This is an optimization exercise on Yosys and OpenROAD, whose aim is small area, not a production implementation. Only simulation tests tie the RTL to the original design; equivalence was not proved. Power figures rest on the tool's default switching activity, not on a simulated workload.

==> flow/design.v <==
	`default_nettype wire	    
module DIV(
    input  wire        clk,
    input  wire        reset,
    input  wire        flush,
    input  wire        CE_in,
    input  wire        ex_valid_ns,
    input  wire        wb_allin,
    input  wire [31:0] dividend_in,
    input  wire [31:0] divisor_in,
    input  wire [5:0]  is_op,
    output reg  [31:0] quotient_out,
    output reg  [31:0] remainder_out,
    output reg         CE_out
);
    wire clr = ~reset | flush;
    wire hs  = ex_valid_ns & wb_allin;
    reg [4:0] age;
    always @(posedge clk)
        if (clr) age <= 5'd0;
        else if (!age[4]) age <= age + 5'd1;
    reg [16:1] ce_d;
    always @(posedge clk) begin
        if (clr) begin
            ce_d <= 16'd0;
            CE_out <= 1'b0;
        end else begin
            ce_d[1] <= CE_in;
            ce_d[16:2] <= hs ? 15'd0 : ce_d[15:1];
            CE_out <= hs ? 1'b0 : ce_d[16];
        end
    end
    wire sgn = (is_op == 6'h0a);
    wire nn  = sgn & dividend_in[31];
    wire nd  = sgn & divisor_in[31];
    wire [31:0] an = nn ? -dividend_in : dividend_in;
    wire [31:0] ad = nd ? -divisor_in : divisor_in;
    wire nq0 = nn ^ nd;
    wire nr0 = nn;
    wire [0:0] t1 = an[31];
    wire hz1 = ~|ad[31:1];
    wire [1:0] b1;
    assign b1[0] = 1'b0;
    assign b1[1:1] = (~t1 & ad[0:0]) | (~(t1 ^ ad[0:0]) & b1[0:0]);
    wire ge1 = hz1 & ~b1[1];
    wire [0:0] r1 = t1 ^ ({1{ge1}} & (ad[0:0] ^ b1[0:0]));
    wire [31:0] a1 = {an[30:0], ge1};
    wire [1:0] t2 = {r1, a1[31]};
    wire hz2 = ~|ad[31:2];
    wire [2:0] b2;
    assign b2[0] = 1'b0;
    assign b2[2:1] = (~t2 & ad[1:0]) | (~(t2 ^ ad[1:0]) & b2[1:0]);
    wire ge2 = hz2 & ~b2[2];
    wire [1:0] r2 = t2 ^ ({2{ge2}} & (ad[1:0] ^ b2[1:0]));
    wire [31:0] a2 = {a1[30:0], ge2};
    reg [1:0] r_s1;
    reg [31:0] a_s1, d_s1;
    reg nq_s1, nr_s1;
    always @(posedge clk) begin
        r_s1 <= r2;
        a_s1 <= a2;
        d_s1 <= ad;
        nq_s1 <= nq0;
        nr_s1 <= nr0;
    end
    wire [2:0] t3 = {r_s1, a_s1[31]};
    wire hz3 = ~|d_s1[31:3];
    wire [3:0] b3;
    assign b3[0] = 1'b0;
    assign b3[3:1] = (~t3 & d_s1[2:0]) | (~(t3 ^ d_s1[2:0]) & b3[2:0]);
    wire ge3 = hz3 & ~b3[3];
    wire [2:0] r3 = t3 ^ ({3{ge3}} & (d_s1[2:0] ^ b3[2:0]));
    wire [31:0] a3 = {a_s1[30:0], ge3};
    wire [3:0] t4 = {r3, a3[31]};
    wire hz4 = ~|d_s1[31:4];
    wire [4:0] b4;
    assign b4[0] = 1'b0;
    assign b4[4:1] = (~t4 & d_s1[3:0]) | (~(t4 ^ d_s1[3:0]) & b4[3:0]);
    wire ge4 = hz4 & ~b4[4];
    wire [3:0] r4 = t4 ^ ({4{ge4}} & (d_s1[3:0] ^ b4[3:0]));
    wire [31:0] a4 = {a3[30:0], ge4};
    reg [3:0] r_s2;
    reg [31:0] a_s2, d_s2;
    reg nq_s2, nr_s2;
    always @(posedge clk) begin
        r_s2 <= r4;
        a_s2 <= a4;
        d_s2 <= d_s1;
        nq_s2 <= nq_s1;
        nr_s2 <= nr_s1;
    end
    wire [4:0] t5 = {r_s2, a_s2[31]};
    wire hz5 = ~|d_s2[31:5];
    wire [5:0] b5;
    assign b5[0] = 1'b0;
    assign b5[5:1] = (~t5 & d_s2[4:0]) | (~(t5 ^ d_s2[4:0]) & b5[4:0]);
    wire ge5 = hz5 & ~b5[5];
    wire [4:0] r5 = t5 ^ ({5{ge5}} & (d_s2[4:0] ^ b5[4:0]));
    wire [31:0] a5 = {a_s2[30:0], ge5};
    wire [5:0] t6 = {r5, a5[31]};
    wire hz6 = ~|d_s2[31:6];
    wire [6:0] b6;
    assign b6[0] = 1'b0;
    assign b6[6:1] = (~t6 & d_s2[5:0]) | (~(t6 ^ d_s2[5:0]) & b6[5:0]);
    wire ge6 = hz6 & ~b6[6];
    wire [5:0] r6 = t6 ^ ({6{ge6}} & (d_s2[5:0] ^ b6[5:0]));
    wire [31:0] a6 = {a5[30:0], ge6};
    reg [5:0] r_s3;
    reg [31:0] a_s3, d_s3;
    reg nq_s3, nr_s3;
    always @(posedge clk) begin
        r_s3 <= r6;
        a_s3 <= a6;
        d_s3 <= d_s2;
        nq_s3 <= nq_s2;
        nr_s3 <= nr_s2;
    end
    wire [6:0] t7 = {r_s3, a_s3[31]};
    wire hz7 = ~|d_s3[31:7];
    wire [7:0] b7;
    assign b7[0] = 1'b0;
    assign b7[7:1] = (~t7 & d_s3[6:0]) | (~(t7 ^ d_s3[6:0]) & b7[6:0]);
    wire ge7 = hz7 & ~b7[7];
    wire [6:0] r7 = t7 ^ ({7{ge7}} & (d_s3[6:0] ^ b7[6:0]));
    wire [31:0] a7 = {a_s3[30:0], ge7};
    wire [7:0] t8 = {r7, a7[31]};
    wire hz8 = ~|d_s3[31:8];
    wire [8:0] b8;
    assign b8[0] = 1'b0;
    assign b8[8:1] = (~t8 & d_s3[7:0]) | (~(t8 ^ d_s3[7:0]) & b8[7:0]);
    wire ge8 = hz8 & ~b8[8];
    wire [7:0] r8 = t8 ^ ({8{ge8}} & (d_s3[7:0] ^ b8[7:0]));
    wire [31:0] a8 = {a7[30:0], ge8};
    reg [7:0] r_s4;
    reg [31:0] a_s4, d_s4;
    reg nq_s4, nr_s4;
    always @(posedge clk) begin
        r_s4 <= r8;
        a_s4 <= a8;
        d_s4 <= d_s3;
        nq_s4 <= nq_s3;
        nr_s4 <= nr_s3;
    end
    wire [8:0] t9 = {r_s4, a_s4[31]};
    wire hz9 = ~|d_s4[31:9];
    wire [9:0] b9;
    assign b9[0] = 1'b0;
    assign b9[9:1] = (~t9 & d_s4[8:0]) | (~(t9 ^ d_s4[8:0]) & b9[8:0]);
    wire ge9 = hz9 & ~b9[9];
    wire [8:0] r9 = t9 ^ ({9{ge9}} & (d_s4[8:0] ^ b9[8:0]));
    wire [31:0] a9 = {a_s4[30:0], ge9};
    wire [9:0] t10 = {r9, a9[31]};
    wire hz10 = ~|d_s4[31:10];
    wire [10:0] b10;
    assign b10[0] = 1'b0;
    assign b10[10:1] = (~t10 & d_s4[9:0]) | (~(t10 ^ d_s4[9:0]) & b10[9:0]);
    wire ge10 = hz10 & ~b10[10];
    wire [9:0] r10 = t10 ^ ({10{ge10}} & (d_s4[9:0] ^ b10[9:0]));
    wire [31:0] a10 = {a9[30:0], ge10};
    reg [9:0] r_s5;
    reg [31:0] a_s5, d_s5;
    reg nq_s5, nr_s5;
    always @(posedge clk) begin
        r_s5 <= r10;
        a_s5 <= a10;
        d_s5 <= d_s4;
        nq_s5 <= nq_s4;
        nr_s5 <= nr_s4;
    end
    wire [10:0] t11 = {r_s5, a_s5[31]};
    wire hz11 = ~|d_s5[31:11];
    wire [11:0] b11;
    assign b11[0] = 1'b0;
    assign b11[11:1] = (~t11 & d_s5[10:0]) | (~(t11 ^ d_s5[10:0]) & b11[10:0]);
    wire ge11 = hz11 & ~b11[11];
    wire [10:0] r11 = t11 ^ ({11{ge11}} & (d_s5[10:0] ^ b11[10:0]));
    wire [31:0] a11 = {a_s5[30:0], ge11};
    wire [11:0] t12 = {r11, a11[31]};
    wire hz12 = ~|d_s5[31:12];
    wire [12:0] b12;
    assign b12[0] = 1'b0;
    assign b12[12:1] = (~t12 & d_s5[11:0]) | (~(t12 ^ d_s5[11:0]) & b12[11:0]);
    wire ge12 = hz12 & ~b12[12];
    wire [11:0] r12 = t12 ^ ({12{ge12}} & (d_s5[11:0] ^ b12[11:0]));
    wire [31:0] a12 = {a11[30:0], ge12};
    reg [11:0] r_s6;
    reg [31:0] a_s6, d_s6;
    reg nq_s6, nr_s6;
    always @(posedge clk) begin
        r_s6 <= r12;
        a_s6 <= a12;
        d_s6 <= d_s5;
        nq_s6 <= nq_s5;
        nr_s6 <= nr_s5;
    end
    wire [12:0] t13 = {r_s6, a_s6[31]};
    wire hz13 = ~|d_s6[31:13];
    wire [13:0] b13;
    assign b13[0] = 1'b0;
    assign b13[13:1] = (~t13 & d_s6[12:0]) | (~(t13 ^ d_s6[12:0]) & b13[12:0]);
    wire ge13 = hz13 & ~b13[13];
    wire [12:0] r13 = t13 ^ ({13{ge13}} & (d_s6[12:0] ^ b13[12:0]));
    wire [31:0] a13 = {a_s6[30:0], ge13};
    wire [13:0] t14 = {r13, a13[31]};
    wire hz14 = ~|d_s6[31:14];
    wire [14:0] b14;
    assign b14[0] = 1'b0;
    assign b14[14:1] = (~t14 & d_s6[13:0]) | (~(t14 ^ d_s6[13:0]) & b14[13:0]);
    wire ge14 = hz14 & ~b14[14];
    wire [13:0] r14 = t14 ^ ({14{ge14}} & (d_s6[13:0] ^ b14[13:0]));
    wire [31:0] a14 = {a13[30:0], ge14};
    reg [13:0] r_s7;
    reg [31:0] a_s7, d_s7;
    reg nq_s7, nr_s7;
    always @(posedge clk) begin
        r_s7 <= r14;
        a_s7 <= a14;
        d_s7 <= d_s6;
        nq_s7 <= nq_s6;
        nr_s7 <= nr_s6;
    end
    wire [14:0] t15 = {r_s7, a_s7[31]};
    wire hz15 = ~|d_s7[31:15];
    wire [15:0] b15;
    assign b15[0] = 1'b0;
    assign b15[15:1] = (~t15 & d_s7[14:0]) | (~(t15 ^ d_s7[14:0]) & b15[14:0]);
    wire ge15 = hz15 & ~b15[15];
    wire [14:0] r15 = t15 ^ ({15{ge15}} & (d_s7[14:0] ^ b15[14:0]));
    wire [31:0] a15 = {a_s7[30:0], ge15};
    wire [15:0] t16 = {r15, a15[31]};
    wire hz16 = ~|d_s7[31:16];
    wire [16:0] b16;
    assign b16[0] = 1'b0;
    assign b16[16:1] = (~t16 & d_s7[15:0]) | (~(t16 ^ d_s7[15:0]) & b16[15:0]);
    wire ge16 = hz16 & ~b16[16];
    wire [15:0] r16 = t16 ^ ({16{ge16}} & (d_s7[15:0] ^ b16[15:0]));
    wire [31:0] a16 = {a15[30:0], ge16};
    reg [15:0] r_s8;
    reg [31:0] a_s8, d_s8;
    reg nq_s8, nr_s8;
    always @(posedge clk) begin
        r_s8 <= r16;
        a_s8 <= a16;
        d_s8 <= d_s7;
        nq_s8 <= nq_s7;
        nr_s8 <= nr_s7;
    end
    wire [16:0] t17 = {r_s8, a_s8[31]};
    wire hz17 = ~|d_s8[31:17];
    wire [17:0] b17;
    assign b17[0] = 1'b0;
    assign b17[17:1] = (~t17 & d_s8[16:0]) | (~(t17 ^ d_s8[16:0]) & b17[16:0]);
    wire ge17 = hz17 & ~b17[17];
    wire [16:0] r17 = t17 ^ ({17{ge17}} & (d_s8[16:0] ^ b17[16:0]));
    wire [31:0] a17 = {a_s8[30:0], ge17};
    wire [17:0] t18 = {r17, a17[31]};
    wire hz18 = ~|d_s8[31:18];
    wire [18:0] b18;
    assign b18[0] = 1'b0;
    assign b18[18:1] = (~t18 & d_s8[17:0]) | (~(t18 ^ d_s8[17:0]) & b18[17:0]);
    wire ge18 = hz18 & ~b18[18];
    wire [17:0] r18 = t18 ^ ({18{ge18}} & (d_s8[17:0] ^ b18[17:0]));
    wire [31:0] a18 = {a17[30:0], ge18};
    reg [17:0] r_s9;
    reg [31:0] a_s9, d_s9;
    reg nq_s9, nr_s9;
    always @(posedge clk) begin
        r_s9 <= r18;
        a_s9 <= a18;
        d_s9 <= d_s8;
        nq_s9 <= nq_s8;
        nr_s9 <= nr_s8;
    end
    wire [18:0] t19 = {r_s9, a_s9[31]};
    wire hz19 = ~|d_s9[31:19];
    wire [19:0] b19;
    assign b19[0] = 1'b0;
    assign b19[19:1] = (~t19 & d_s9[18:0]) | (~(t19 ^ d_s9[18:0]) & b19[18:0]);
    wire ge19 = hz19 & ~b19[19];
    wire [18:0] r19 = t19 ^ ({19{ge19}} & (d_s9[18:0] ^ b19[18:0]));
    wire [31:0] a19 = {a_s9[30:0], ge19};
    wire [19:0] t20 = {r19, a19[31]};
    wire hz20 = ~|d_s9[31:20];
    wire [20:0] b20;
    assign b20[0] = 1'b0;
    assign b20[20:1] = (~t20 & d_s9[19:0]) | (~(t20 ^ d_s9[19:0]) & b20[19:0]);
    wire ge20 = hz20 & ~b20[20];
    wire [19:0] r20 = t20 ^ ({20{ge20}} & (d_s9[19:0] ^ b20[19:0]));
    wire [31:0] a20 = {a19[30:0], ge20};
    reg [19:0] r_s10;
    reg [31:0] a_s10, d_s10;
    reg nq_s10, nr_s10;
    always @(posedge clk) begin
        r_s10 <= r20;
        a_s10 <= a20;
        d_s10 <= d_s9;
        nq_s10 <= nq_s9;
        nr_s10 <= nr_s9;
    end
    wire [20:0] t21 = {r_s10, a_s10[31]};
    wire hz21 = ~|d_s10[31:21];
    wire [21:0] b21;
    assign b21[0] = 1'b0;
    assign b21[21:1] = (~t21 & d_s10[20:0]) | (~(t21 ^ d_s10[20:0]) & b21[20:0]);
    wire ge21 = hz21 & ~b21[21];
    wire [20:0] r21 = t21 ^ ({21{ge21}} & (d_s10[20:0] ^ b21[20:0]));
    wire [31:0] a21 = {a_s10[30:0], ge21};
    wire [21:0] t22 = {r21, a21[31]};
    wire hz22 = ~|d_s10[31:22];
    wire [22:0] b22;
    assign b22[0] = 1'b0;
    assign b22[22:1] = (~t22 & d_s10[21:0]) | (~(t22 ^ d_s10[21:0]) & b22[21:0]);
    wire ge22 = hz22 & ~b22[22];
    wire [21:0] r22 = t22 ^ ({22{ge22}} & (d_s10[21:0] ^ b22[21:0]));
    wire [31:0] a22 = {a21[30:0], ge22};
    reg [21:0] r_s11;
    reg [31:0] a_s11, d_s11;
    reg nq_s11, nr_s11;
    always @(posedge clk) begin
        r_s11 <= r22;
        a_s11 <= a22;
        d_s11 <= d_s10;
        nq_s11 <= nq_s10;
        nr_s11 <= nr_s10;
    end
    wire [22:0] t23 = {r_s11, a_s11[31]};
    wire hz23 = ~|d_s11[31:23];
    wire [23:0] b23;
    assign b23[0] = 1'b0;
    assign b23[23:1] = (~t23 & d_s11[22:0]) | (~(t23 ^ d_s11[22:0]) & b23[22:0]);
    wire ge23 = hz23 & ~b23[23];
    wire [22:0] r23 = t23 ^ ({23{ge23}} & (d_s11[22:0] ^ b23[22:0]));
    wire [31:0] a23 = {a_s11[30:0], ge23};
    wire [23:0] t24 = {r23, a23[31]};
    wire hz24 = ~|d_s11[31:24];
    wire [24:0] b24;
    assign b24[0] = 1'b0;
    assign b24[24:1] = (~t24 & d_s11[23:0]) | (~(t24 ^ d_s11[23:0]) & b24[23:0]);
    wire ge24 = hz24 & ~b24[24];
    wire [23:0] r24 = t24 ^ ({24{ge24}} & (d_s11[23:0] ^ b24[23:0]));
    wire [31:0] a24 = {a23[30:0], ge24};
    reg [23:0] r_s12;
    reg [31:0] a_s12, d_s12;
    reg nq_s12, nr_s12;
    always @(posedge clk) begin
        r_s12 <= r24;
        a_s12 <= a24;
        d_s12 <= d_s11;
        nq_s12 <= nq_s11;
        nr_s12 <= nr_s11;
    end
    wire [24:0] t25 = {r_s12, a_s12[31]};
    wire hz25 = ~|d_s12[31:25];
    wire [25:0] b25;
    assign b25[0] = 1'b0;
    assign b25[25:1] = (~t25 & d_s12[24:0]) | (~(t25 ^ d_s12[24:0]) & b25[24:0]);
    wire ge25 = hz25 & ~b25[25];
    wire [24:0] r25 = t25 ^ ({25{ge25}} & (d_s12[24:0] ^ b25[24:0]));
    wire [31:0] a25 = {a_s12[30:0], ge25};
    wire [25:0] t26 = {r25, a25[31]};
    wire hz26 = ~|d_s12[31:26];
    wire [26:0] b26;
    assign b26[0] = 1'b0;
    assign b26[26:1] = (~t26 & d_s12[25:0]) | (~(t26 ^ d_s12[25:0]) & b26[25:0]);
    wire ge26 = hz26 & ~b26[26];
    wire [25:0] r26 = t26 ^ ({26{ge26}} & (d_s12[25:0] ^ b26[25:0]));
    wire [31:0] a26 = {a25[30:0], ge26};
    reg [25:0] r_s13;
    reg [31:0] a_s13, d_s13;
    reg nq_s13, nr_s13;
    always @(posedge clk) begin
        r_s13 <= r26;
        a_s13 <= a26;
        d_s13 <= d_s12;
        nq_s13 <= nq_s12;
        nr_s13 <= nr_s12;
    end
    wire [26:0] t27 = {r_s13, a_s13[31]};
    wire hz27 = ~|d_s13[31:27];
    wire [27:0] b27;
    assign b27[0] = 1'b0;
    assign b27[27:1] = (~t27 & d_s13[26:0]) | (~(t27 ^ d_s13[26:0]) & b27[26:0]);
    wire ge27 = hz27 & ~b27[27];
    wire [26:0] r27 = t27 ^ ({27{ge27}} & (d_s13[26:0] ^ b27[26:0]));
    wire [31:0] a27 = {a_s13[30:0], ge27};
    wire [27:0] t28 = {r27, a27[31]};
    wire hz28 = ~|d_s13[31:28];
    wire [28:0] b28;
    assign b28[0] = 1'b0;
    assign b28[28:1] = (~t28 & d_s13[27:0]) | (~(t28 ^ d_s13[27:0]) & b28[27:0]);
    wire ge28 = hz28 & ~b28[28];
    wire [27:0] r28 = t28 ^ ({28{ge28}} & (d_s13[27:0] ^ b28[27:0]));
    wire [31:0] a28 = {a27[30:0], ge28};
    reg [27:0] r_s14;
    reg [31:0] a_s14, d_s14;
    reg nq_s14, nr_s14;
    always @(posedge clk) begin
        r_s14 <= r28;
        a_s14 <= a28;
        d_s14 <= d_s13;
        nq_s14 <= nq_s13;
        nr_s14 <= nr_s13;
    end
    wire [28:0] t29 = {r_s14, a_s14[31]};
    wire hz29 = ~|d_s14[31:29];
    wire [29:0] b29;
    assign b29[0] = 1'b0;
    assign b29[29:1] = (~t29 & d_s14[28:0]) | (~(t29 ^ d_s14[28:0]) & b29[28:0]);
    wire ge29 = hz29 & ~b29[29];
    wire [28:0] r29 = t29 ^ ({29{ge29}} & (d_s14[28:0] ^ b29[28:0]));
    wire [31:0] a29 = {a_s14[30:0], ge29};
    wire [29:0] t30 = {r29, a29[31]};
    wire hz30 = ~|d_s14[31:30];
    wire [30:0] b30;
    assign b30[0] = 1'b0;
    assign b30[30:1] = (~t30 & d_s14[29:0]) | (~(t30 ^ d_s14[29:0]) & b30[29:0]);
    wire ge30 = hz30 & ~b30[30];
    wire [29:0] r30 = t30 ^ ({30{ge30}} & (d_s14[29:0] ^ b30[29:0]));
    wire [31:0] a30 = {a29[30:0], ge30};
    reg [29:0] r_s15;
    reg [31:0] a_s15, d_s15;
    reg nq_s15, nr_s15;
    always @(posedge clk) begin
        r_s15 <= r30;
        a_s15 <= a30;
        d_s15 <= d_s14;
        nq_s15 <= nq_s14;
        nr_s15 <= nr_s14;
    end
    wire [30:0] t31 = {r_s15, a_s15[31]};
    wire hz31 = ~|d_s15[31:31];
    wire [31:0] b31;
    assign b31[0] = 1'b0;
    assign b31[31:1] = (~t31 & d_s15[30:0]) | (~(t31 ^ d_s15[30:0]) & b31[30:0]);
    wire ge31 = hz31 & ~b31[31];
    wire [30:0] r31 = t31 ^ ({31{ge31}} & (d_s15[30:0] ^ b31[30:0]));
    wire [31:0] a31 = {a_s15[30:0], ge31};
    reg [30:0] r_s16;
    reg [31:0] a_s16, d_s16;
    reg nq_s16, nr_s16;
    always @(posedge clk) begin
        r_s16 <= r31;
        a_s16 <= a31;
        d_s16 <= d_s15;
        nq_s16 <= nq_s15;
        nr_s16 <= nr_s15;
    end
    wire [31:0] t32 = {r_s16, a_s16[31]};
    wire hz32 = 1'b1;
    wire [32:0] b32;
    assign b32[0] = 1'b0;
    assign b32[32:1] = (~t32 & d_s16[31:0]) | (~(t32 ^ d_s16[31:0]) & b32[31:0]);
    wire ge32 = hz32 & ~b32[32];
    wire [31:0] r32 = t32 ^ ({32{ge32}} & (d_s16[31:0] ^ b32[31:0]));
    wire [31:0] a32 = {a_s16[30:0], ge32};
    wire keep = age[4] & (|d_s16);
    wire [31:0] qv = nq_s16 ? -a32 : a32;
    wire [31:0] rv = nr_s16 ? -r32 : r32;
    always @(posedge clk) begin
        if (clr) begin
            quotient_out <= 32'd0;
            remainder_out <= 32'd0;
        end else if (hs) begin
            quotient_out <= keep ? qv : 32'd0;
            remainder_out <= keep ? rv : 32'd0;
        end
    end
endmodule
==> flow/run.sh <==
#!/bin/bash
# synth_recipe.tcl (not shown) runs the flow's synth.tcl, then flattens the netlist and writes it again
# the make line also repeats each setting of config.mk as NAME=value (left out here)
make -C /OpenROAD-flow-scripts/flow DESIGN_CONFIG=/design/flow/config.mk WORK_HOME=/design/flow/orfs CLKGATE_MAP_FILE= SYNTH_SCRIPT=/design/flow/synth_recipe.tcl finish
==> flow/config.mk <==
export PLATFORM = sky130hd
export DESIGN_NAME = DIV
export DESIGN_NICKNAME = DIV
export VERILOG_FILES = /design/flow/design.v
export SDC_FILE = /design/flow/constraint.sdc
export NUM_CORES = 4
export LEC_CHECK = 0
export CAP_MARGIN = 20
export CORE_MARGIN = 2
export CORE_UTILIZATION = 40
export SLEW_MARGIN = 20
==> flow/constraint.sdc <==
create_clock -name core_clock -period 12.0 [get_ports {clk}]
set_input_delay 2.4000 -clock core_clock [delete_from_list [all_inputs] [get_ports {clk}]]
set_output_delay 2.4000 -clock core_clock [all_outputs]
set_load 0.01 [all_outputs]
==> impl_results.md, run 1 <==
* Boundary Pins at 141
* Status: finished clean
* Sequential area share after synthesis at 47.6%
* Unique cell type count in the Yosys netlist at 93
* Die Area at 152000 µm²
* Syn Nets at 6452
* CP Buf/Inv Count at 2
* Die H at 390 µm
* Via count of the first global-routing pass at 38600
* Synth Cell Area at 59500 µm²
* Slew Viols, Final at 0
* Vias at 38900
* Post-Route Setup TNS at 0 ns
* Rows at 141
* Post-synthesis register bit count at 1413
* Post-route ant nets at 0
* Post-Synth Adder-Cell Area at 10.5%
* Post-synth EDFFs at 0
* DRC at 0
* Slew headroom at 27.1%
* Ys flop type: dfxtp_1
* CTS resizes at 0
* Initial core utilization at 40.3%
* First-pass GRT wire length at 184 mm
* Main combinational cell family by area after synthesis: XOR/XNOR gates
* YS warnings at 1
* F_max at 0.131 GHz
* Mux contribution to synthesized area at 0.362%
* Pwr Total at 12.4 mW
* CTS H-tree depth at 4
* Crit-path leading delay family: compound AO/OA/AOI/OAI gates
* # Max-Cap Violations at 0
* Max VDD drop at 117 µV
* Core Util, Final at 46.4%
* Post-layout min period at 7.65 ns
* RSZ-0062 raised after global routing: no
* Area delta synth->final at 15.2%
* Crit path capture type: register
* GP Congestion at 0.837
* CTS tree: done
* Final setup fails at 0
* Mean post-synth cell area at 10.1 µm²
* Placed inst area at 63200 µm²
* First-pass iteration count of the detailed router at 5
* Final clock skew at 0.0583 ns
* Die Width at 390 µm
* Antenna diodes at 0
* Core ar. at 148000 µm²
* CTS sink cnt at 1413
* Compound-Gate Fraction of Synth Area at 10.9%
* Worst path max stage delay at 0.52 ns
* Least-Margin Pin Slew at 1.09 ns
* Largest net degree at the start of global routing at 82
* Syn Inst Count at 5875
* Fin. Hold Viols at 0
* Vias per cell at 4.77
* Layout Nets at 6681
* Initial drt markers at 1187
* Critical Path AT at 8.33 ns
* Clock latency on the worst-skew pair at 0.80 ns
* Final wirelength at 109 mm
* Crit path launch type: register
* Crit share post-route at 63.8%
* Hold buffers post-CTS at 0
* HP Class: reg -> reg
* All-Layer GR Usage at 14.4%
* Wirelength per Cell at 13.4 µm
* Simple-gate portion of the synthesized area at 11.8%
* Peak fanout along the critical path at 32
* Power per Cell Area at 182 nW/µm²
* Synth Area in XOR/XNOR at 16.1%
* Clock tree buffer depth at 3
* Clock-pin slew on the worst setup and hold paths at 0.06 ns
* Worst Path Required at 12.68 ns
* Num CTS Buffers at 147
* Asr flop ratio synth at 0%
* Final Cell Area at 68500 µm²
* Worst path slowest cell: o41ai_1
* Setup fix buffers added after clock tree synthesis at 0
* Remaining global-route overflow at 0
* Port Buffer Count at 140
* Final HPWL DP at 85.4 mm
* Clock Tree Root: clkbuf_16
* Hold slack at 0.294 ns
* Leakage power at 29.2 nW
* Layout cells sized above 1 at 6.01%
* Initial antenna violation count at 2
* Worst Setup Path Type: reg -> reg
-- power by group --
group	total (mW)	internal [mW]	switching (mW)	leakage, nW
registers	5.20	4.98	0.218	11.8
clock network	4.75	2.85	1.90	2.56
logic	2.50	1.08	1.42	14.9
-- stage by stage --
step	setup slack (ns)	instances
4_1_cts	4.22	8148
5_1_grt	3.74	8148
2_1_floorplan	5.44	5875
3_3_place_gp	4.38	7885
6_report	4.35	8148
3_5_place_dp	4.23	7885
-- Yosys cell counts, drive strengths merged, types with 21 or more instances --
| cell | number | area (µm²) |
|---|---|---|
| dfxtp | 1413 | 28300 |
| clkbuf | 70 | 263 |
| and2 | 36 | 225 |
| nand4 | 21 | 146 |
| o21a | 72 | 541 |
| nor2b | 35 | 219 |
| nand2 | 629 | 2360 |
| or3 | 48 | 300 |
| o21ai | 192 | 961 |
| nor3 | 75 | 380 |
| a31oi | 34 | 213 |
| or2 | 56 | 350 |
| inv | 349 | 1310 |
| xor2 | 538 | 4710 |
| nand2b | 57 | 357 |
| a21oi | 224 | 1120 |
| ha | 501 | 6270 |
| and3 | 25 | 156 |
| nor4 | 81 | 543 |
| nand3 | 106 | 548 |
| o21bai | 23 | 173 |
| o31ai | 46 | 364 |
| a21o | 182 | 1370 |
| xnor2 | 546 | 4780 |
| nor2 | 202 | 758 |
-- metal layers --
metal  GRT usage (%)  up-vias  part of all wire, %
met3            2.60      202                  3.1
met4            5.40        0                  3.1
li1                -    20400                    -
met1            16.5    17900                   44
met2            26.5      414                   50
met5               0        -                    0
-- worst reg2reg max path: cells and delay by family (launching register included) --
family / cells / cell delay [ns]
DFF: 1 / 0.36
xor gates and xnor gates: 2 / 0.32
adders and majority gates: 2 / 0.54
buffers and inverters: 2 / 0.43
AOI/OAI and AO/OA: 15 / 3.86
and+or+nand+nor: 7 / 2.07
-- cell families (layout without fill, tap and decap cells) --
| logic type | count (synthesis) | in the layout |
|---|---|---|
| compound gates | 967 | 967 |
| xor+xnor | 1087 | 1087 |
| fa+ha+maj | 501 | 501 |
| buf+inv | 436 | 779 |
| flops | 1413 | 1413 |
| mux | 21 | 21 |
| simple gates | 1450 | 1450 |
-- layout by cell type (no fill, tap or decap), types with 19 or more instances in the layout --
| cell | count |
|---|---|
| a21oi_1 | 220 |
| clkbuf_1 | 28 |
| o21bai_1 | 23 |
| nand4_1 | 20 |
| o21ai_0 | 175 |
| dfxtp_1 | 1413 |
| or2_2 | 56 |
| nor3_1 | 74 |
| o31ai_1 | 44 |
| xor2_1 | 538 |
| a31oi_1 | 30 |
| nor2_1 | 202 |
| or3_1 | 48 |
| clkbuf_8 | 28 |
| nand2b_1 | 57 |
| clkbuf_16 | 148 |
| xnor2_1 | 546 |
| nand3_1 | 104 |
| ha_1 | 501 |
| nor2b_1 | 35 |
| clkdlybuf4s50_1 | 140 |
| and3_1 | 25 |
| and2_1 | 36 |
| inv_1 | 348 |
| clkinv_2 | 19 |
| nor4_1 | 77 |
| a21o_1 | 182 |
| buf_4 | 26 |
| o211ai_1 | 20 |
| o21a_1 | 72 |
| nand2_1 | 628 |
-- final cells by class --
class | count | area [µm²]
inverters | 350 | 1320
repair buffers | 166 | 1600
flip-flops and latches | 1413 | 28300
multi-input cells | 4026 | 29600
fillers | 13600 | 79100
clock buffers | 204 | 4190
well taps | 1930 | 2410
clock inverters | 59 | 1090
-- path summary, 6_finish.rpt --
| check | from | end | slack, ns | cells after the start |
|---|---|---|---|---|
| setup / recovery | d_s14[1] | r_s15[1] | 4.35 | 28 |
| hold / removal | a_s9[0] | a_s10[2] | 0.29 | 0 |
| setup reg to reg | d_s14[1] | r_s15[1] | 4.35 | 28 |
| hold reg to reg | a_s9[0] | a_s10[2] | 0.29 | 0 |
==> run 2, diff against run 1 <==
--- a/flow/config.mk
+++ b/flow/config.mk
@@ -5,6 +5,7 @@
 export SDC_FILE = /design/flow/constraint.sdc
 export NUM_CORES = 4
 export LEC_CHECK = 0
+export ABC_AREA = 1
 export CAP_MARGIN = 20
 export CORE_MARGIN = 2
 export CORE_UTILIZATION = 40
==> run 2 against run 1 <==
  * Clock power decreased by 1%
  * Clock skew decreased by 0.017 ns
  * Synthesized cell count increased by 8.3%
  * Final cell count increased by 6.6%
  * The layout now fails its checks (max-capacitance violations, max-slew violations)
  * Register-to-register slack got worse by 3.4 ns
  * Design area decreased by 0.55%
  * Critical path depth increased by 64
  * Via count decreased by 1.1%
  * Highest routed layer unchanged
==> impl_results.md, run 2 <==
* Layout cells sized above 1 at 11.3% (was 6.01%)
* Die Width at 386 µm (was 390 µm)
* Rows at 140 (was 141)
* Mean post-synth cell area at 9.18 µm² (was 10.1 µm²)
* Die H at 386 µm (was 390 µm)
* Dpl cells at 8378 (was 7885)
* Power per Cell Area at 170 nW/µm² (was 182 nW/µm²)
* Filler cell count at 13500 (was 13600)
* Final setup fails at 0 (unchanged)
* Max VDD drop at 140 µV (was 117 µV)
* Slew headroom at -10.1% (was 27.1%)
* Pre-CTS WS at 0.229 ns (was 4.23 ns)
* Seq pwr share at 44.5% (was 41.8%)
* Most frequent cells in the layout: dfxtp_1 (1407), nand2_1 (922), inv_1 (877) (was dfxtp_1 (1413), nand2_1 (628), xnor2_1 (546))
* Crit share post-route at 92.1% (was 63.8%)
* Most numerous cell in the Yosys netlist: dfxtp_1 (unchanged)
* Final Non-Filler Cells at 8689 (was 8148)
* Boundary Pins at 141 (unchanged)
* Initial core utilization at 40.2% (was 40.3%)
* # Max-Cap Violations at 1 (was 0)
* Clock-pin slew on the worst setup and hold paths at 0.06 ns (about the same)
* Sequential area share after synthesis at 48.5% (was 47.6%)
* Num CTS Buffers at 145 (was 147)
* Vias at 38400 (was 38900)
* Synth top cells by count: dfxtp_1 (1413), nand2_1 (930), inv_1 (879) (was dfxtp_1 (1413), nand2_1 (628), xnor2_1 (546))
* Peak fanout along the critical path at 15 (was 32)
* Status: complete, but fails checks (was finished clean)
* Wirelength per Cell at 11.6 µm (was 13.4 µm)
* Clock Tree Root: clkbuf_16 (unchanged)
* Port Buffer Count at 140 (unchanged)
* Post-synthesis register bit count at 1413 (unchanged)
* Switching Share at 27.3% (was 28.4%)
* Crit path capture type: register (unchanged)
* Area leader, netlist: dfxtp_1 (unchanged)
* Final clock skew at 0.0408 ns (was 0.0583 ns)
* Post-route ant nets at 0 (unchanged)
* Post-synth EDFFs at 0 (unchanged)
* Fin. Hold Viols at 0 (unchanged)
* Layout Nets at 7226 (was 6681)
* Pwr Total at 11.6 mW (was 12.4 mW)
* FF/Latch Area at 28300 µm² (about the same)
* CTS H-tree depth at 4 (unchanged)
* DRC at 0 (unchanged)
* Synth Cell Area at 58400 µm² (was 59500 µm²)
* CTS sink cnt at 1413 (unchanged)
* Syn Nets at 6939 (was 6452)
* HP Class: reg -> reg (unchanged)
* Unique cell type count in the Yosys netlist at 66 (was 93)
* Multi-input gate area at 26600 µm² (was 29600 µm²)
* CTS tree: done (unchanged)
* YS warnings at 1 (unchanged)
* Asr flop ratio synth at 0% (unchanged)
* Largest net degree at the start of global routing at 66 (was 82)
* Clock latency on the worst-skew pair at 0.77 ns (was 0.80 ns)
* Hold buffers post-CTS at 0 (unchanged)
* All-Layer GR Usage at 13.4% (was 14.4%)
* Core ar. at 145000 µm² (was 148000 µm²)
* Critical Path AT at 11.74 ns (was 8.33 ns)
* Via count of the first global-routing pass at 37800 (was 38600)
* Final wirelength at 101 mm (was 109 mm)
* Initial antenna violation count at 2 (unchanged)
* Vias per cell at 4.42 (was 4.77)
* Synth top area share at 48.5% (was 47.6%)
* Worst Path Required at 12.69 ns (was 12.68 ns)
* Largest cells by area after synthesis: dfxtp_1 (48%), ha_1 (11%), xor2_1 (6.3%), nand2_1 (6.0%), inv_1 (5.7%) (was dfxtp_1 (48%), ha_1 (11%), xnor2_1 (8.0%), xor2_1 (7.9%), nand2_1 (4.0%))
* RSZ-0062 raised after global routing: yes (was no)
* GP Congestion at 0.851 (was 0.837)
* Reg2reg setup slack at 0.95 ns (was 4.35 ns)
* Clock Power Share at 40.4% (was 38.2%)
* Worst path slowest cell: dfxtp_1 (was o41ai_1)
* Commonest non-fill, non-tap cell in the layout: dfxtp_1 (unchanged)
* Initial drt markers at 1287 (was 1187)
* Ys flop type: dfxtp_1 (unchanged)
* Remaining global-route overflow at 0 (unchanged)
* Area delta synth->final at 16.7% (was 15.2%)
* Most numerous cell on the critical path: inv_2
* Final worst setup slack at 0.948 ns (was 4.35 ns)
* First-pass GRT wire length at 170 mm (was 184 mm)
* Final HPWL DP at 75.2 mm (was 85.4 mm)
* Leakage power at 31.3 nW (was 29.2 nW)
* Worst Setup Path Type: reg -> reg (unchanged)
* P_sw at 3.17 mW (was 3.54 mW)
* Post-Route Setup TNS at 0 ns (unchanged)
* F_max at 0.0905 GHz (was 0.131 GHz)
* Slew Viols, Final at 3 (was 0)
* Int Power at 8.42 mW (was 8.91 mW)
* Least-Margin Pin Slew at 1.64 ns (was 1.09 ns)
* First-pass iteration count of the detailed router at 5 (unchanged)
* Clock tree buffer depth at 3 (unchanged)
* Comb power frac at 15.1% (was 20.1%)
* Post-layout min period at 11.05 ns (was 7.65 ns)
* Failed Checks: max-capacitance violations, max-slew violations
* Die Area at 149000 µm² (was 152000 µm²)
* Crit path launch type: register (unchanged)
* Syn Inst Count at 6362 (was 5875)
* Worst path max stage delay at 0.34 ns (was 0.52 ns)
* Hold slack at 0.317 ns (was 0.294 ns)
-- run 2: cell types whose count changed after synthesis, sizes merged, moves of 119 or more --
cell and delta:
inv +588, nand2 +351, nor2 +286, xnor2 -206
a21oi +179, a21o -129, xor2 -119
-- run 2: worst max-delay path, delay by kind of cell, from the launching register on --
family / cells / cell delay (ns)
xor+xnor: 2 / 0.29
compound gates: 44 / 6.62
simple gates: 4 / 0.61
fa+ha+maj: 2 / 0.57
buf+inv: 40 / 2.48
flops: 1 / 0.34
-- run 2: path summary, 6_finish.rpt --
path | from | to | cells after the start
setup reg to reg | r_s11[0] | r_s12[23] | 92
hold / removal | a_s12[23] | a_s13[25] | 0
hold reg to reg | a_s12[23] | a_s13[25] | 0
setup / recovery | r_s11[0] | r_s12[23] | 92
-- run 2: layout make-up --
class                      count  area share, %
sequential                  1413           41.5
multi-input combinational   3936           39.1
clock buffer                 193           5.88
inverter                     938           5.18
tap                         1917           3.52
timing repair buffer         215           3.12
clock inverter                74           1.72
antenna                        3         0.0110
-- run 2: through the flow --
step           instance area, µm²  utilization (%)
6_report                    68100             46.9
4_1_cts                     67100             46.2
2_1_floorplan               58400                -
3_5_place_dp                61900             42.6
5_1_grt                     68100             46.9
3_3_place_gp                61900             42.6
-- run 2: what timing repair did --
item,4_1_cts,5_1_grt
setup endpoints to repair,0,173
gates resized for setup,0,144
buffers inserted,0,29
hold endpoints to repair,0,0
-- run 2: routing by layer --
metal  part of all wire, %  global-route usage, %
met1                    44                   15.6
met2                    50                   24.2
met4                   3.3                   5.57
met3                   3.1                   2.28
met5                     0                      0
-- run 2: power groups by stage --
stage	registers, mW	clock network [mW]	logic [mW]
final	5.15	4.68	1.75
after CTS	5.15	4.83	1.70
after floorplan	5.19	0	1.39
after global routing	5.19	5.03	2.03
after global placement	5.25	0	1.63
after detailed placement	5.26	0	1.69
-- run 2: cells by family after synthesis --
| logic type | synth area share [%] |
|---|---|
| AND/OR/NAND/NOR | 14.3 |
| XOR/XNOR | 11.4 |
| adder cells (fa/ha/maj) | 10.7 |
| AO/OA/AOI/OAI | 8.06 |
| buffers and inverters | 7.06 |
| flip-flops | 48.5 |
==> run 3, diff against run 2 <==
--- a/flow/config.mk
+++ b/flow/config.mk
@@ -5,8 +5,9 @@
 export SDC_FILE = /design/flow/constraint.sdc
 export NUM_CORES = 4
 export LEC_CHECK = 0
-export ABC_AREA = 1
 export CAP_MARGIN = 20
 export CORE_MARGIN = 2
-export CORE_UTILIZATION = 40
+export CORE_UTILIZATION = 60
+export CTS_BUF_LIST = sky130_fd_sc_hd__clkbuf_4
+export CTS_CLUSTER_SIZE = 30
 export SLEW_MARGIN = 20
==> run 3 against run 2 <==
  * Now clean on timing, DRC and antenna
  * First-iteration DRC count rose by 0.93%
  * Routed wire length increased by 9.4%
  * Die area down 32%
  * Sequential cell count did not move
  * Clock skew increased by 0.069 ns
  * Worst hold slack worse by 0.034 ns
  * Critical path type unchanged
  * Largest cell class is now multi-input gates
  * Highest routed layer unchanged
==> impl_results.md, run 3 <==
* Largest cells by area after synthesis: dfxtp_1 (48%), ha_1 (11%), xnor2_1 (8.0%), xor2_1 (7.9%), nand2_1 (4.0%) (was dfxtp_1 (48%), ha_1 (11%), xor2_1 (6.3%), nand2_1 (6.0%), inv_1 (5.7%))
* Area delta synth->final at 12.1% (was 16.7%)
* Int Power at 8.06 mW (was 8.42 mW)
* Post-route ant nets at 0 (unchanged)
* YS warnings at 1 (unchanged)
* Via count of the first global-routing pass at 40300 (was 37800)
* First-pass GRT wire length at 186 mm (was 170 mm)
* Clock Power Share at 32.5% (was 40.4%)
* DRC at 0 (unchanged)
* Core Util, Final at 67.9% (was 46.9%)
* Post-Route Setup TNS at 0 ns (unchanged)
* Crit path launch type: register (unchanged)
* Least-Margin Pin Slew at 1.15 ns (was 1.64 ns)
* Layout Nets at 6891 (was 7226)
* Post-synth EDFFs at 0 (unchanged)
* RR Startpoint: d_s14[4] (was r_s11[0])
* Leakage power at 29.2 nW (was 31.3 nW)
* Die Width at 319 µm (was 386 µm)
* Slew headroom at 21.6% (was -10.1%)
* Rows at 115 (was 140)
* Num CTS Buffers at 360 (was 145)
* Synth Cell Area at 59500 µm² (was 58400 µm²)
* Commonest non-fill, non-tap cell in the layout: dfxtp_1 (unchanged)
* Mean post-synth cell area at 10.1 µm² (was 9.18 µm²)
* Most numerous cell in the Yosys netlist: dfxtp_1 (unchanged)
* GP Congestion at 0.857 (was 0.851)
* Final clock skew at 0.110 ns (was 0.0408 ns)
* CTS resizes at 0 (unchanged)
* Worst Setup Path Type: reg -> reg (unchanged)
* P_sw at 3.48 mW (was 3.17 mW)
* Switching Share at 30.1% (was 27.3%)
* Final wirelength at 110 mm (was 101 mm)
* Seq pwr share at 45.4% (was 44.5%)
* Syn Nets at 6452 (was 6939)
* Fin. Hold Viols at 0 (unchanged)
* Wirelength per Cell at 14.1 µm (was 11.6 µm)
* Initial antenna violation count at 2 (unchanged)
* Vias per cell at 5.16 (was 4.42)
* Status: finished clean (was complete, but fails checks)
* Comb power frac at 22.2% (was 15.1%)
* Ys flop type: dfxtp_1 (unchanged)
* Die Area at 102000 µm² (was 149000 µm²)
* Setup fix buffers added after clock tree synthesis at 0 (unchanged)
* Hold slack at 0.283 ns (was 0.317 ns)
* HP Class: reg -> reg (unchanged)
* Area leader, netlist: dfxtp_1 (unchanged)
* Sequential area share after synthesis at 47.6% (was 48.5%)
* Clock-pin slew on the worst setup and hold paths at 0.07 ns (was 0.06 ns)
* Hold depth at 0 (unchanged)
* Syn Inst Count at 5875 (was 6362)
* Slew Viols, Final at 0 (was 3)
* Hold Path End: a_s8[25] (was a_s13[25])
* Vias at 40400 (was 38400)
* Crit share post-route at 69.5% (was 92.1%)
* Critical Path AT at 9.41 ns (was 11.74 ns)
* Crit path capture type: register (unchanged)
* Clock Tree Root: clkbuf_4 (was clkbuf_16)
* Layout cells sized above 1 at 10.2% (was 11.3%)
* Most frequent cells in the layout: dfxtp_1 (1413), nand2_1 (628), xnor2_1 (546) (was dfxtp_1 (1407), nand2_1 (922), inv_1 (877))
* Synth top cells by count: dfxtp_1 (1413), nand2_1 (628), xnor2_1 (546) (was dfxtp_1 (1413), nand2_1 (930), inv_1 (879))
* Clock tree buffer depth at 4 (was 3)
* Synth top area share at 47.6% (was 48.5%)
* Power per Cell Area at 173 nW/µm² (was 170 nW/µm²)
* Die H at 319 µm (was 386 µm)
* Worst R2R Path Depth at 26 (was 92)
* FF-to-FF End: r_s15[1] (was r_s12[23])
* Final HPWL DP at 85.8 mm (was 75.2 mm)
* Initial drt markers at 1299 (was 1287)
* Hold buffers post-CTS at 0 (unchanged)
* Max VDD drop at 101 µV (was 140 µV)
* Core ar. at 98300 µm² (was 145000 µm²)
* Initial core utilization at 60.5% (was 40.2%)
* Unique cell type count in the Yosys netlist at 93 (was 66)
* Reg2reg setup slack at 3.65 ns (was 0.95 ns)
* Pwr Total at 11.5 mW (was 11.6 mW)
* Boundary Pins at 141 (unchanged)
* First-pass iteration count of the detailed router at 7 (was 5)
* Largest net degree at the start of global routing at 68 (was 66)
* CTS tree: done (unchanged)
* Post-layout min period at 8.35 ns (was 11.05 ns)
* Worst min-delay path startpoint: a_s7[23] (was a_s12[23])
* All-Layer GR Usage at 21.7% (was 13.4%)
* # Max-Cap Violations at 0 (was 1)
* Peak fanout along the critical path at 32 (was 15)
* Worst Path Required at 13.07 ns (was 12.69 ns)
* Port Buffer Count at 140 (unchanged)
* Asr flop ratio synth at 0% (unchanged)
* CTS H-tree depth at 5 (was 4)
* F_max at 0.120 GHz (was 0.0905 GHz)
* CTS sink cnt at 1413 (unchanged)
* Remaining global-route overflow at 0 (unchanged)
* Final setup fails at 0 (unchanged)
* Post-synthesis register bit count at 1413 (unchanged)
* RSZ-0062 raised after global routing: no (was yes)
* Clock latency on the worst-skew pair at 1.14 ns (was 0.77 ns)
-- run 3: cell type report --
| class | count | area [µm²] |
|---|---|---|
| Sequential cell | 1413 | 28300 |
| Tap cell | 1287 | 1610 |
| Clock buffer | 498 | 3740 |
| Timing Repair Buffer | 163 | 1570 |
| Fill cell | 7895 | 31600 |
| Clock inverter | 86 | 510 |
| Antenna cell | 8 | 20.0 |
| Inverter | 350 | 1320 |
| Multi-Input combinational cell | 4026 | 29600 |
-- run 3: per-layer routing --
metal / vias up / GRT usage, % / wire length [µm]
met5: - / 0 / 0
met4: 0 / 10.2 / 3720
met2: 545 / 41.2 / 58700
met3: 238 / 4.06 / 3200
met1: 18600 / 23.1 / 44800
li1: 21000 / - / -
-- run 3: cells by family (layout without fill, tap and decap cells) --
family          count (synthesis)  in the layout  share of synthesized area (%)
other cells                     0              8                              0
buf+inv                       436           1097                           2.78
flops                        1413           1413                           47.6
fa+ha+maj                     501            501                           10.5
mux                            21             21                          0.362
xor+xnor                     1087           1087                           16.1
compound gates                967            967                           10.9
simple gates                 1450           1450                           11.8
-- run 3: critical path, cell delays in order (launching register included) --
cell and delay, ns:
dfxtp_1 0.45, ha_1 0.30, a21o_1 0.18, a21oi_1 0.20, nor3b_1 0.40, or3_1 0.24, a21o_1 0.22, a31oi_1 0.20
a211o_1 0.35, nand3_1 0.31, and2_1 0.29, buf_4 0.31, nand2_1 0.13, xor2_1 0.16, ha_1 0.27, a31o_2 0.26
a21o_1 0.22, a41o_1 0.30, o311ai_0 0.79, o21bai_1 0.33, o41ai_1 0.58, a31oi_1 0.35, a211oi_1 0.27, or2_2 0.57
a21oi_1 0.15, o221ai_1 0.23, xor2_1 0.17
-- run 3: worst max-delay path by stage --
stage / start / to / slack (ns) / depth (start not counted)
CTS: d_s14[4] / r_s15[1] / 3.52 / 26
floorplan: d_s14[1] / r_s15[1] / 5.44 / 29
global route: d_s14[1] / r_s15[1] / 2.95 / 27
finish: d_s14[4] / r_s15[1] / 3.65 / 26
detailed placement: d_s14[4] / r_s15[1] / 3.55 / 26
global placement: d_s14[1] / r_s15[1] / 3.70 / 27
-- run 3: through the flow --
step           setup WS (ns)  std cells  area [µm²]
4_1_cts                 3.52       7822       66600
6_report                3.65       7831       66700
2_1_floorplan           5.44       5875       59500
3_3_place_gp            3.70       7238       62400
3_5_place_dp            3.55       7238       62400
5_1_grt                 2.95       7827       66700
-- run 3: power groups by stage --
stage | Combinational (mW) | Sequential, mW | Clock, mW
3_5_place_dp | 2.54 | 5.34 | 0
2_1_floorplan | 2.00 | 5.23 | 0
4_1_cts | 2.56 | 5.24 | 3.90
5_1_grt | 2.84 | 5.26 | 4.15
3_3_place_gp | 2.50 | 5.34 | 0
6_report | 2.56 | 5.23 | 3.75

port drivers added, routing unchanged:
The flow's constraints put no driver on any port. The routed layouts listed below were extracted and timed again, unchanged, in two steps.
Step 1, drivers: a clkbuf_16 drives clk and a buf_2 each remaining input, both assumed.
Step 2 also shifts input and output timing later by t, the mid clock arrival at the registers, as if the neighbouring blocks saw the same clock.
Slacks: ideal / step 1 / step 2; pairs: ideal / step 1.
| run | t, ns | setup slack, ns | hold slack, ns | worst setup path at the end | pins driven straight from the clock port |
|---|---|---|---|---|---|
| run 1 | 0.836 | 4.350 / 4.350 / 4.350 | 0.294 / 0.294 / 0.294 | register to register | 1 |
| run 2 | 0.828 | 0.948 / 0.948 / 0.948 | 0.317 / 0.317 / 0.317 | register to register | 1 |
| run 3 | 1.166 | 3.654 / 3.654 / 3.654 | 0.283 / 0.283 / 0.283 | register to register | 1 |
